What follows belongs to an exercise in optimizing a design on an open flow for small area and a short achievable clock period; a production flow would make more cautious choices.

==> v19: inputs <==
==> flow/design.v <==
module CPU_EEPROM(clk, reset, PC, Data, Out, carry, parity, sign, zero);
input clk, reset;
output reg [12:0] PC;
input [7:0] Data;
output reg [7:0] Out;
output reg carry;
output parity;
output sign;
output zero;
reg        update;
reg [7:0]  A, B, C;
reg [5:0]  op2;           
reg [3:0]  SQ;            
reg [12:0] stk [15:0];
reg fa, pp, ss, zz;
cpu_flags u_flags(.A(A), .fa(fa), .pp(pp), .ss(ss), .zz(zz),
                  .parity(parity), .sign(sign), .zero(zero));
wire [12:0] top = stk[SQ];
wire [21:0] sa;
wire [3:0]  sc_;
wire [6:0]  sb, scc;
wire [3:0]  spc;
wire f_we, fl, f_keep, push, pop, wr, two, out_we;
cpu_dec u_dec(.D(Data), .u(update), .op2(op2),
              .carry(carry), .parity(parity), .sign(sign), .zero(zero),
              .sa(sa), .scar(sc_), .sb(sb), .sc(scc), .spc(spc),
              .f_we(f_we), .fl(fl), .f_keep(f_keep),
              .push(push), .pop(pop), .wr(wr), .two(two), .out_we(out_we));
wire [8:0] r_b, r_c, r_a1, r_m;
wire [7:0] r_b1, r_c1;
cpu_alu u_alu(.A(A), .B(B), .C(C), .D(Data), .op2(op2),
              .r_b(r_b), .r_c(r_c), .r_a1(r_a1), .r_b1(r_b1), .r_c1(r_c1), .r_m(r_m));
wire [7:0] A_n, B_n, C_n;
wire       c_n;
wire [12:0] PC_n;
cpu_sela u_sela(.s(sa), .A(A), .B(B), .C(C), .D(Data), .top(top[7:0]),
                .r_b(r_b[7:0]), .r_c(r_c[7:0]), .r_a1(r_a1[7:0]), .r_m(r_m[7:0]), .y(A_n));
cpu_selc u_selc(.s(sc_), .c({r_m[8], r_a1[8], r_c[8], r_b[8]}), .y(c_n));
cpu_selr u_selb(.s(sb), .R(B), .O(C), .A(A), .D(Data), .pm1(r_b1), .y(B_n));
cpu_selr u_selcc(.s(scc), .R(C), .O(B), .A(A), .D(Data), .pm1(r_c1), .y(C_n));
cpu_selpc u_selpc(.s(spc), .PC(PC), .BC({B[4:0], C}), .top(top), .y(PC_n));
wire [12:0] PC1 = PC + 1'b1;
wire [12:0] wd = update ? PC :
                 ~Data[5] ? PC1 :
                 (Data[2] & ~Data[1]) ? {5'd0, B} : {5'd0, A};
genvar gi;
generate for (gi = 0; gi < 16; gi = gi + 1) begin : g_stk
	always @(posedge clk)
		if (reset && wr && SQ == ((gi + 1) & 15))
			stk[gi] <= wd;
end endgenerate
always @(posedge clk) begin
	if (!reset) begin
		update <= 0;
		A <= 0; B <= 0; C <= 0; Out <= 0;
		carry <= 0; fa <= 0; pp <= 0; ss <= 0; zz <= 0;
		PC <= 0;
		SQ <= 4'd0;
	end else begin
		update <= two;
		A <= A_n;
		B <= B_n;
		C <= C_n;
		PC <= PC_n;
		if (out_we) Out <= A;
		if (f_we) begin
			carry <= c_n;
			fa <= fl; pp <= 0; ss <= 0; zz <= 0;
		end
		if (f_keep) begin
			fa <= 0; pp <= parity; ss <= sign; zz <= zero;
		end
		if (push) SQ <= SQ - 1'b1;
		else if (pop) SQ <= SQ + 1'b1;
	end
end
always @(posedge clk)
	op2 <= Data[5:0];
endmodule
module cpu_flags(A, fa, pp, ss, zz, parity, sign, zero);
input [7:0] A;
input fa, pp, ss, zz;
output parity, sign, zero;
assign parity = (fa & ~^A) | pp;
assign sign   = (fa & A[7]) | ss;
assign zero   = (fa & ~|A) | zz;
endmodule
module cpu_dec(D, u, op2, carry, parity, sign, zero, sa, scar, sb, sc, spc,
               f_we, fl, f_keep, push, pop, wr, two, out_we);
input [7:0] D;
input u;
input [5:0] op2;
input carry, parity, sign, zero;
output [21:0] sa;
output [3:0] scar;
output [6:0] sb, sc;
output [3:0] spc;
output f_we, fl, f_keep, push, pop, wr, two, out_we;
wire n = ~u & (D[7:6] == 2'b00);
wire [5:0] o = D[5:0];
function is; input [5:0] x; is = n & (o == x); endfunction
function m2; input [5:0] x; m2 = u & (op2 == x); endfunction
wire i00 = is(6'h00), i01 = is(6'h01), i03 = is(6'h03), i04 = is(6'h04);
wire i06 = is(6'h06), i07 = is(6'h07), i09 = is(6'h09), i0A = is(6'h0A);
wire i0C = is(6'h0C), i0D = is(6'h0D), i0F = is(6'h0F);
wire i10 = is(6'h10), i11 = is(6'h11), i12 = is(6'h12), i13 = is(6'h13);
wire i14 = is(6'h14), i15 = is(6'h15), i16 = is(6'h16), i17 = is(6'h17);
wire i18 = is(6'h18), i19 = is(6'h19), i1A = is(6'h1A), i1B = is(6'h1B);
wire i1C = is(6'h1C), i1D = is(6'h1D), i1E = is(6'h1E), i1F = is(6'h1F);
wire i20 = is(6'h20), i21 = is(6'h21), i22 = is(6'h22), i23 = is(6'h23);
wire i24 = is(6'h24), i25 = is(6'h25), i26 = is(6'h26), i27 = is(6'h27);
wire i28 = is(6'h28), i30 = is(6'h30), i31 = is(6'h31), i32 = is(6'h32);
wire i33 = is(6'h33), i37 = is(6'h37), i38 = is(6'h38), i3A = is(6'h3A);
wire i3B = is(6'h3B), i3C = is(6'h3C), i3D = is(6'h3D), i3E = is(6'h3E);
wire i3F = is(6'h3F);
wire m_add = m2(6'h02) | m2(6'h2B);
wire m_sub = m2(6'h05) | m2(6'h2C);
wire m_or  = m2(6'h08) | m2(6'h2D);
wire m_and = m2(6'h0B) | m2(6'h2E);
wire m_xor = m2(6'h0E) | m2(6'h2F);
wire m_mov = m2(6'h34);
wire m_b   = m2(6'h35);
wire m_c   = m2(6'h36);
wire m_mem = u & ~op2[5];
wire [20:0] sa_w = {m_mov, m_xor, m_and, m_or, m_add | m_sub,
             i3D, i38, i33 | i3B, i30 | i3A, i26, i1D | i20, i1B, i1A,
             i0D, i0C, i0A, i09, i07, i06, i01 | i04, i00 | i03};
wire a_we = (|sa_w) | i23;
assign sa = {~a_we, sa_w};
assign scar = {m_add, i1D, i01, i00};
wire b_chg = i1E | i21 | i24 | i27 | i31 | i3C | i3A | i3E | m_b;
assign sb = {m_b, i3E, i3A, i31 | i3C, i27, i1E | i21, ~b_chg};
wire c_chg = i1F | i22 | i25 | i28 | i32 | i3C | i3B | i3F | m_c;
assign sc = {m_c, i3F, i3B, i32 | i3C, i28, i1F | i22, ~c_chg};
wire call = i14 | (i15 & carry) | (i16 & parity) | (i17 & sign) | (i18 & zero);
wire jmp  = i0F | (i10 & carry) | (i11 & parity) | (i12 & sign) | (i13 & zero) | call;
wire halt = ~u & (D == 8'hFF);
wire hold = halt | m_mem;
assign spc = {~hold & ~jmp & ~i19, i19, jmp, hold};
assign f_we   = (|sa_w[11:0]) | i30 | i33 | (|sa_w[20:16]) | i23;
assign fl     = ~i23;
assign f_keep = i38 | i3A | i3B | i3D;
assign push   = call | i37;
assign pop    = i19 | i38;
assign wr     = call | i37 | i3A | i3B | i3C | m_mem;
assign two    = n & ((o == 6'h02) | (o == 6'h05) | (o == 6'h08) | (o == 6'h0B) | (o == 6'h0E) |
                     (o == 6'h2B) | (o == 6'h2C) | (o == 6'h2D) | (o == 6'h2E) | (o == 6'h2F) |
                     (o == 6'h34) | (o == 6'h35) | (o == 6'h36));
assign out_we = i1C;
endmodule
module cpu_alu(A, B, C, D, op2, r_b, r_c, r_a1, r_b1, r_c1, r_m);
input [7:0] A, B, C, D;
input [5:0] op2;
output [8:0] r_b, r_c, r_a1, r_m;
output [7:0] r_b1, r_c1;
wire sb = D[1];      
wire sc = D[2];      
wire dd = D[5];      
wire s2 = (op2[2:0] == 3'b101) | (op2 == 6'h2C);    
assign r_b  = {1'b0, A} + {1'b0, B ^ {8{sb}}} + {8'd0, sb};
assign r_c  = {1'b0, A} + {1'b0, C ^ {8{sc}}} + {8'd0, sc};
assign r_a1 = {1'b0, A} + {1'b0, {7{dd}}, 1'b1};
assign r_b1 = B + {{7{dd}}, 1'b1};
assign r_c1 = C + {{7{dd}}, 1'b1};
assign r_m  = {1'b0, A} + {1'b0, D ^ {8{s2}}} + {8'd0, s2};
endmodule
module cpu_sela(s, A, B, C, D, top, r_b, r_c, r_a1, r_m, y);
input [21:0] s;
input [7:0] A, B, C, D, top, r_b, r_c, r_a1, r_m;
output [7:0] y;
wire [7:0] v [21:0];
assign v[0] = r_b;         assign v[1] = r_c;
assign v[2] = A | B;       assign v[3] = A | C;
assign v[4] = A & B;       assign v[5] = A & C;
assign v[6] = A ^ B;       assign v[7] = A ^ C;
assign v[8] = {A[6:0], A[7]};  assign v[9] = {A[0], A[7:1]};
assign v[10] = r_a1;       assign v[11] = ~A;
assign v[12] = B;          assign v[13] = C;
assign v[14] = top;        assign v[15] = {A[3:0], A[7:4]};
assign v[16] = r_m;        assign v[17] = A | D;
assign v[18] = A & D;      assign v[19] = A ^ D;
assign v[20] = D;         assign v[21] = A;
integer k;
reg [7:0] acc;
always @* begin
	acc = 8'd0;
	for (k = 0; k < 22; k = k + 1)
		acc = acc | (v[k] & {8{s[k]}});
end
assign y = acc;
endmodule
module cpu_selc(s, c, y);
input [3:0] s, c;
output y;
assign y = |(s & c);
endmodule
module cpu_selr(s, R, O, A, D, pm1, y);
input [6:0] s;
input [7:0] R, O, A, D, pm1;
output [7:0] y;
assign y = ({8{s[0]}} & R) | ({8{s[1]}} & pm1) | ({8{s[2]}} & ~R) |
           ({8{s[3]}} & O) | ({8{s[4]}} & A) | ({8{s[5]}} & {R[3:0], R[7:4]}) |
           ({8{s[6]}} & D);
endmodule
module cpu_selpc(s, PC, BC, top, y);
input [3:0] s;
input [12:0] PC, BC, top;
output [12:0] y;
wire [12:0] PC1 = PC + 1'b1;
assign y = ({13{s[0]}} & PC) | ({13{s[1]}} & BC) | ({13{s[2]}} & top) | ({13{s[3]}} & PC1);
endmodule
==> flow/run.sh <==
#!/bin/bash
# synth_recipe.tcl (not shown) runs the flow's synth.tcl, then flattens the netlist and writes it again
# the make line also repeats each setting of config.mk as NAME=value (left out here)
make -C /OpenROAD-flow-scripts/flow DESIGN_CONFIG=/design/flow/config.mk WORK_HOME=/design/flow/orfs CLKGATE_MAP_FILE= SYNTH_SCRIPT=/design/flow/synth_recipe.tcl finish
==> flow/config.mk <==
export PLATFORM = sky130hd
export DESIGN_NAME = CPU_EEPROM
export DESIGN_NICKNAME = CPU_EEPROM
export VERILOG_FILES = /design/flow/design.v
export SDC_FILE = /design/flow/constraint.sdc
export NUM_CORES = 4
export LEC_CHECK = 0
export ABC_CLOCK_PERIOD_IN_PS = 2500
export CAP_MARGIN = 20
export CORE_MARGIN = 2
export CORE_UTILIZATION = 50
export SETUP_SLACK_MARGIN = 4.3
export SLEW_MARGIN = 20
export SYNTH_HIERARCHICAL = 1
==> flow/constraint.sdc <==
create_clock -name core_clock -period 7.5 [get_ports {clk}]
set_input_delay 1.5000 -clock core_clock [delete_from_list [all_inputs] [get_ports {clk}]]
set_output_delay 1.5000 -clock core_clock [all_outputs]
set_load 0.01 [all_outputs]
==> inputs of v26, as changes to v19 <==
==> flow/design.v, changed modules only <==
module CPU_EEPROM(clk, reset, PC, Data, Out, carry, parity, sign, zero);
input clk, reset;
output reg [12:0] PC;
input [7:0] Data;
output reg [7:0] Out;
output reg carry;
output parity;
output sign;
output zero;
reg        update;
reg [7:0]  A, B, C;
reg [5:0]  op2;           
reg [3:0]  SQ;            
reg [12:0] stk [15:0];
reg fa, pp, ss, zz;
cpu_flags u_flags(.A(A), .fa(fa), .pp(pp), .ss(ss), .zz(zz),
                  .parity(parity), .sign(sign), .zero(zero));
wire [15:0] sqd = 16'd1 << SQ;
wire [12:0] top;
cpu_stkrd u_stkrd(.sel(sqd), .e0(stk[0]), .e1(stk[1]), .e2(stk[2]), .e3(stk[3]),
                  .e4(stk[4]), .e5(stk[5]), .e6(stk[6]), .e7(stk[7]),
                  .e8(stk[8]), .e9(stk[9]), .e10(stk[10]), .e11(stk[11]),
                  .e12(stk[12]), .e13(stk[13]), .e14(stk[14]), .e15(stk[15]), .y(top));
wire [21:0] sa;
wire [3:0]  sc_;
wire [6:0]  sb, scc;
wire [3:0]  spc;
wire f_we, fl, f_keep, push, pop, wr, two, out_we;
cpu_dec u_dec(.D(Data), .u(update), .op2(op2), .rst(reset),
              .carry(carry), .parity(parity), .sign(sign), .zero(zero),
              .sa(sa), .scar(sc_), .sb(sb), .sc(scc), .spc(spc),
              .f_we(f_we), .fl(fl), .f_keep(f_keep),
              .push(push), .pop(pop), .wr(wr), .two(two), .out_we(out_we));
wire [8:0] r_b, r_c, r_a1, r_m;
wire [7:0] r_b1, r_c1;
cpu_alu u_alu(.A(A), .B(B), .C(C), .D(Data), .op2(op2),
              .r_b(r_b), .r_c(r_c), .r_a1(r_a1), .r_b1(r_b1), .r_c1(r_c1), .r_m(r_m));
wire [7:0] A_n, B_n, C_n;
wire       c_n;
wire [12:0] PC_n;
cpu_sela u_sela(.s(sa), .A(A), .B(B), .C(C), .D(Data), .top(top[7:0]),
                .r_b(r_b[7:0]), .r_c(r_c[7:0]), .r_a1(r_a1[7:0]), .r_m(r_m[7:0]), .y(A_n));
cpu_selc u_selc(.s(sc_), .c({r_m[8], r_a1[8], r_c[8], r_b[8]}), .y(c_n));
cpu_selr u_selb(.s(sb), .R(B), .O(C), .A(A), .D(Data), .pm1(r_b1), .y(B_n));
cpu_selr u_selcc(.s(scc), .R(C), .O(B), .A(A), .D(Data), .pm1(r_c1), .y(C_n));
wire [12:0] PC1 = PC + 1'b1;
cpu_selpc u_selpc(.s(spc), .PC(PC), .PC1(PC1), .BC({B[4:0], C}), .top(top), .y(PC_n));
wire [12:0] wd = update ? PC :
                 ~Data[5] ? PC1 :
                 (Data[2] & ~Data[1]) ? {5'd0, B} : {5'd0, A};
genvar gi;
generate for (gi = 0; gi < 16; gi = gi + 1) begin : g_stk
	always @(posedge clk)
		if (reset && wr && sqd[(gi + 1) & 15])
			stk[gi] <= wd;
end endgenerate
always @(posedge clk) begin
	if (!reset) begin
		update <= 0;
		Out <= 0;
		carry <= 0; fa <= 0; pp <= 0; ss <= 0; zz <= 0;
		SQ <= 4'd0;
	end else begin
		update <= two;
		if (out_we) Out <= A;
		if (f_we) begin
			carry <= c_n;
			fa <= fl; pp <= 0; ss <= 0; zz <= 0;
		end
		if (f_keep) begin
			fa <= 0; pp <= parity; ss <= sign; zz <= zero;
		end
		if (push) SQ <= SQ - 1'b1;
		else if (pop) SQ <= SQ + 1'b1;
	end
end
always @(posedge clk) begin
	A <= A_n;
	B <= B_n;
	C <= C_n;
	PC <= PC_n;
	op2 <= Data[5:0];
end
endmodule
module cpu_flags(A, fa, pp, ss, zz, parity, sign, zero);
input [7:0] A;
input fa, pp, ss, zz;
output parity, sign, zero;
cpu_par u_par(.A(A), .fa(fa), .pp(pp), .y(parity));
assign sign   = (fa & A[7]) | ss;
assign zero   = (fa & ~|A) | zz;
endmodule
module cpu_par(A, fa, pp, y);
input [7:0] A;
input fa, pp;
output y;
assign y = (fa & ~^A) | pp;
endmodule
module cpu_dec(D, u, op2, rst, carry, parity, sign, zero, sa, scar, sb, sc, spc,
               f_we, fl, f_keep, push, pop, wr, two, out_we);
input [7:0] D;
input u, rst;
input [5:0] op2;
input carry, parity, sign, zero;
output [21:0] sa;
output [3:0] scar;
output [6:0] sb, sc;
output [3:0] spc;
output f_we, fl, f_keep, push, pop, wr, two, out_we;
wire n = ~u & (D[7:6] == 2'b00);
wire [5:0] o = D[5:0];
function is; input [5:0] x; is = n & (o == x); endfunction
function m2; input [5:0] x; m2 = u & (op2 == x); endfunction
wire i00 = is(6'h00), i01 = is(6'h01), i03 = is(6'h03), i04 = is(6'h04);
wire i06 = is(6'h06), i07 = is(6'h07), i09 = is(6'h09), i0A = is(6'h0A);
wire i0C = is(6'h0C), i0D = is(6'h0D), i0F = is(6'h0F);
wire i10 = is(6'h10), i11 = is(6'h11), i12 = is(6'h12), i13 = is(6'h13);
wire i14 = is(6'h14), i15 = is(6'h15), i16 = is(6'h16), i17 = is(6'h17);
wire i18 = is(6'h18), i19 = is(6'h19), i1A = is(6'h1A), i1B = is(6'h1B);
wire i1C = is(6'h1C), i1D = is(6'h1D), i1E = is(6'h1E), i1F = is(6'h1F);
wire i20 = is(6'h20), i21 = is(6'h21), i22 = is(6'h22), i23 = is(6'h23);
wire i24 = is(6'h24), i25 = is(6'h25), i26 = is(6'h26), i27 = is(6'h27);
wire i28 = is(6'h28), i30 = is(6'h30), i31 = is(6'h31), i32 = is(6'h32);
wire i33 = is(6'h33), i37 = is(6'h37), i38 = is(6'h38), i3A = is(6'h3A);
wire i3B = is(6'h3B), i3C = is(6'h3C), i3D = is(6'h3D), i3E = is(6'h3E);
wire i3F = is(6'h3F);
wire m_add = m2(6'h02) | m2(6'h2B);
wire m_sub = m2(6'h05) | m2(6'h2C);
wire m_or  = m2(6'h08) | m2(6'h2D);
wire m_and = m2(6'h0B) | m2(6'h2E);
wire m_xor = m2(6'h0E) | m2(6'h2F);
wire m_mov = m2(6'h34);
wire m_b   = m2(6'h35);
wire m_c   = m2(6'h36);
wire m_mem = u & ~op2[5];
wire [20:0] sa_w = {m_mov, m_xor, m_and, m_or, m_add | m_sub,
             i3D, i38, i33 | i3B, i30 | i3A, i26, i1D | i20, i1B, i1A,
             i0D, i0C, i0A, i09, i07, i06, i01 | i04, i00 | i03};
wire a_we = (|sa_w) | i23;
assign sa = {22{rst}} & {~a_we, sa_w};
assign scar = {m_add, i1D, i01, i00};
wire b_chg = i1E | i21 | i24 | i27 | i31 | i3C | i3A | i3E | m_b;
assign sb = {7{rst}} & {m_b, i3E, i3A, i31 | i3C, i27, i1E | i21, ~b_chg};
wire c_chg = i1F | i22 | i25 | i28 | i32 | i3C | i3B | i3F | m_c;
assign sc = {7{rst}} & {m_c, i3F, i3B, i32 | i3C, i28, i1F | i22, ~c_chg};
wire call = i14 | (i15 & carry) | (i16 & parity) | (i17 & sign) | (i18 & zero);
wire jmp  = i0F | (i10 & carry) | (i11 & parity) | (i12 & sign) | (i13 & zero) | call;
wire halt = ~u & (D == 8'hFF);
wire hold = halt | m_mem;
assign spc = {4{rst}} & {~hold & ~jmp & ~i19, i19, jmp, hold};
assign f_we   = (|sa_w[11:0]) | i30 | i33 | (|sa_w[20:16]) | i23;
assign fl     = ~i23;
assign f_keep = i38 | i3A | i3B | i3D;
assign push   = call | i37;
assign pop    = i19 | i38;
assign wr     = call | i37 | i3A | i3B | i3C | m_mem;
assign two    = n & ((o == 6'h02) | (o == 6'h05) | (o == 6'h08) | (o == 6'h0B) | (o == 6'h0E) |
                     (o == 6'h2B) | (o == 6'h2C) | (o == 6'h2D) | (o == 6'h2E) | (o == 6'h2F) |
                     (o == 6'h34) | (o == 6'h35) | (o == 6'h36));
assign out_we = i1C;
endmodule
module cpu_alu(A, B, C, D, op2, r_b, r_c, r_a1, r_b1, r_c1, r_m);
input [7:0] A, B, C, D;
input [5:0] op2;
output [8:0] r_b, r_c, r_a1, r_m;
output [7:0] r_b1, r_c1;
wire sb = D[1];      
wire sc = D[2];      
wire dd = D[5];      
wire s2 = (op2[2:0] == 3'b101) | (op2 == 6'h2C);    
wire [8:0] t_b = {1'b0, A ^ {8{sb}}} + {1'b0, B};
wire [8:0] t_c = {1'b0, A ^ {8{sc}}} + {1'b0, C};
wire [8:0] t_m = {1'b0, A ^ {8{s2}}} + {1'b0, D};
assign r_b  = {t_b[8], t_b[7:0] ^ {8{sb}}};
assign r_c  = {t_c[8], t_c[7:0] ^ {8{sc}}};
assign r_a1 = {1'b0, A} + {1'b0, {7{dd}}, 1'b1};
assign r_b1 = B + {{7{dd}}, 1'b1};
assign r_c1 = C + {{7{dd}}, 1'b1};
assign r_m  = {t_m[8], t_m[7:0] ^ {8{s2}}};
endmodule
module cpu_selpc(s, PC, PC1, BC, top, y);
input [3:0] s;
input [12:0] PC, PC1, BC, top;
output [12:0] y;
assign y = ({13{s[0]}} & PC) | ({13{s[1]}} & BC) | ({13{s[2]}} & top) | ({13{s[3]}} & PC1);
endmodule
module cpu_stkrd(sel, e0, e1, e2, e3, e4, e5, e6, e7, e8, e9, e10, e11, e12, e13, e14, e15, y);
input [15:0] sel;
input [12:0] e0, e1, e2, e3, e4, e5, e6, e7, e8, e9, e10, e11, e12, e13, e14, e15;
output [12:0] y;
assign y = ({13{sel[0]}} & e0) | ({13{sel[1]}} & e1) | ({13{sel[2]}} & e2) | ({13{sel[3]}} & e3) |
           ({13{sel[4]}} & e4) | ({13{sel[5]}} & e5) | ({13{sel[6]}} & e6) | ({13{sel[7]}} & e7) |
           ({13{sel[8]}} & e8) | ({13{sel[9]}} & e9) | ({13{sel[10]}} & e10) | ({13{sel[11]}} & e11) |
           ({13{sel[12]}} & e12) | ({13{sel[13]}} & e13) | ({13{sel[14]}} & e14) | ({13{sel[15]}} & e15);
endmodule
==> flow/flow/run.sh (new file) <==
#!/bin/bash
# Own layout flow: the standard flow (standard.sh), with the port buffers
# that buffer_ports inserts made plain buf_4 cells instead of the default
# delay-buffer cells; synthesis is the standard synthesis, unchanged.
# Each step's full output goes to a log file in the work folder.
set -euo pipefail
bash standard.sh synth > synth.log 2>&1
export BUFFER_PORTS_ARGS="-buffer_cell sky130_fd_sc_hd__buf_4"
bash standard.sh > layout.log 2>&1
==> flow/standard.sh (new file) <==
#!/bin/bash
# synth_recipe.tcl (not shown) runs the flow's synth.tcl, then flattens the netlist and writes it again
# the make line also repeats each setting of config.mk as NAME=value (left out here)
make -C /OpenROAD-flow-scripts/flow DESIGN_CONFIG=/design/flow/config.mk WORK_HOME=/design/flow/orfs CLKGATE_MAP_FILE= SYNTH_SCRIPT=/design/flow/synth_recipe.tcl "${@:-finish}"
--- a/flow/config.mk
+++ b/flow/config.mk
@@ -9,6 +9,7 @@
 export CAP_MARGIN = 20
 export CORE_MARGIN = 2
 export CORE_UTILIZATION = 50
-export SETUP_SLACK_MARGIN = 4.3
-export SLEW_MARGIN = 20
+export SETUP_SLACK_MARGIN = 4.5
+export SLEW_MARGIN = 50
 export SYNTH_HIERARCHICAL = 1
+export TNS_END_PERCENT = 0
removed: flow/run.sh
==> flow_metrics.env <==
export IMPL_outcome="finished clean"
export IMPL_coreArea_mm2=0.0333
export IMPL_seq_share_pct=35.8
export IMPL_syn_area_per_cell_um2=10.5
export IMPL_p_seq_share_pct=46.2
export IMPL_n_all_buffers=207
export IMPL_fin_crit_sh_pct=46.2
export IMPL_multi_input_area_share_pct=43.3
export IMPL_power_frac_comb_pct=11.1
export IMPL_clk_pin_slew_ns=0.07
export IMPL_dieHeight_um=187
The numbers above come from v19.

==> flow_metrics.env <==
export IMPL_outcome="finished clean"
export IMPL_syn_area_per_cell_um2=11.1
export IMPL_multi_input_area_share_pct=43.4
export IMPL_synthXorXnorAreaFrac_pct=5.97
export IMPL_crit_fanout=10
export IMPL_n_all_buffers=147
export IMPL_coreArea_mm2=0.0316
export IMPL_power_frac_comb_pct=10.1
export IMPL_p_seq_share_pct=48.5
export IMPL_max_freq_mhz=288
export IMPL_fin_crit_sh_pct=46.3
export IMPL_seq_share_pct=39.4
The numbers above come from v26.

Function was not checked in any run of this note: the RTL went through the layout flow alone.

[port drivers added, routing unchanged]
Ports are ideal in the flow. The routed layouts listed here were re-timed in OpenROAD. Step 1 (the two cells are an assumption about what drives the block):
set clk [get_ports {clk}]
set_driving_cell -lib_cell sky130_fd_sc_hd__clkbuf_16 $clk
set_driving_cell -lib_cell sky130_fd_sc_hd__buf_2 [delete_from_list [all_inputs] $clk]
Step 2 adds t to the input delays and takes it off the output delays; t is the mean of the earliest and latest rising clock arrival at the registers after step 1. Input paths then give back, and output paths get back, about the clock's delay inside the block. Slacks: ideal / step 1 / step 2; pairs: ideal / step 1.
| run | shift t [ns] | setup WS [ns] | slew at the worst register clock pin (ns) |
|---|---|---|---|
| v19 | 0.625 | 4.033 / 3.982 / 3.458 | 0.07 / 0.07 |
| v26 | 0.615 | 4.031 / 3.902 / 3.287 | 0.08 / 0.08 |
After both steps setup and hold are still met in every run listed. The setup slack of v26, which loses most, moves by -0.129 ns with the drivers and by -0.744 ns with both steps.
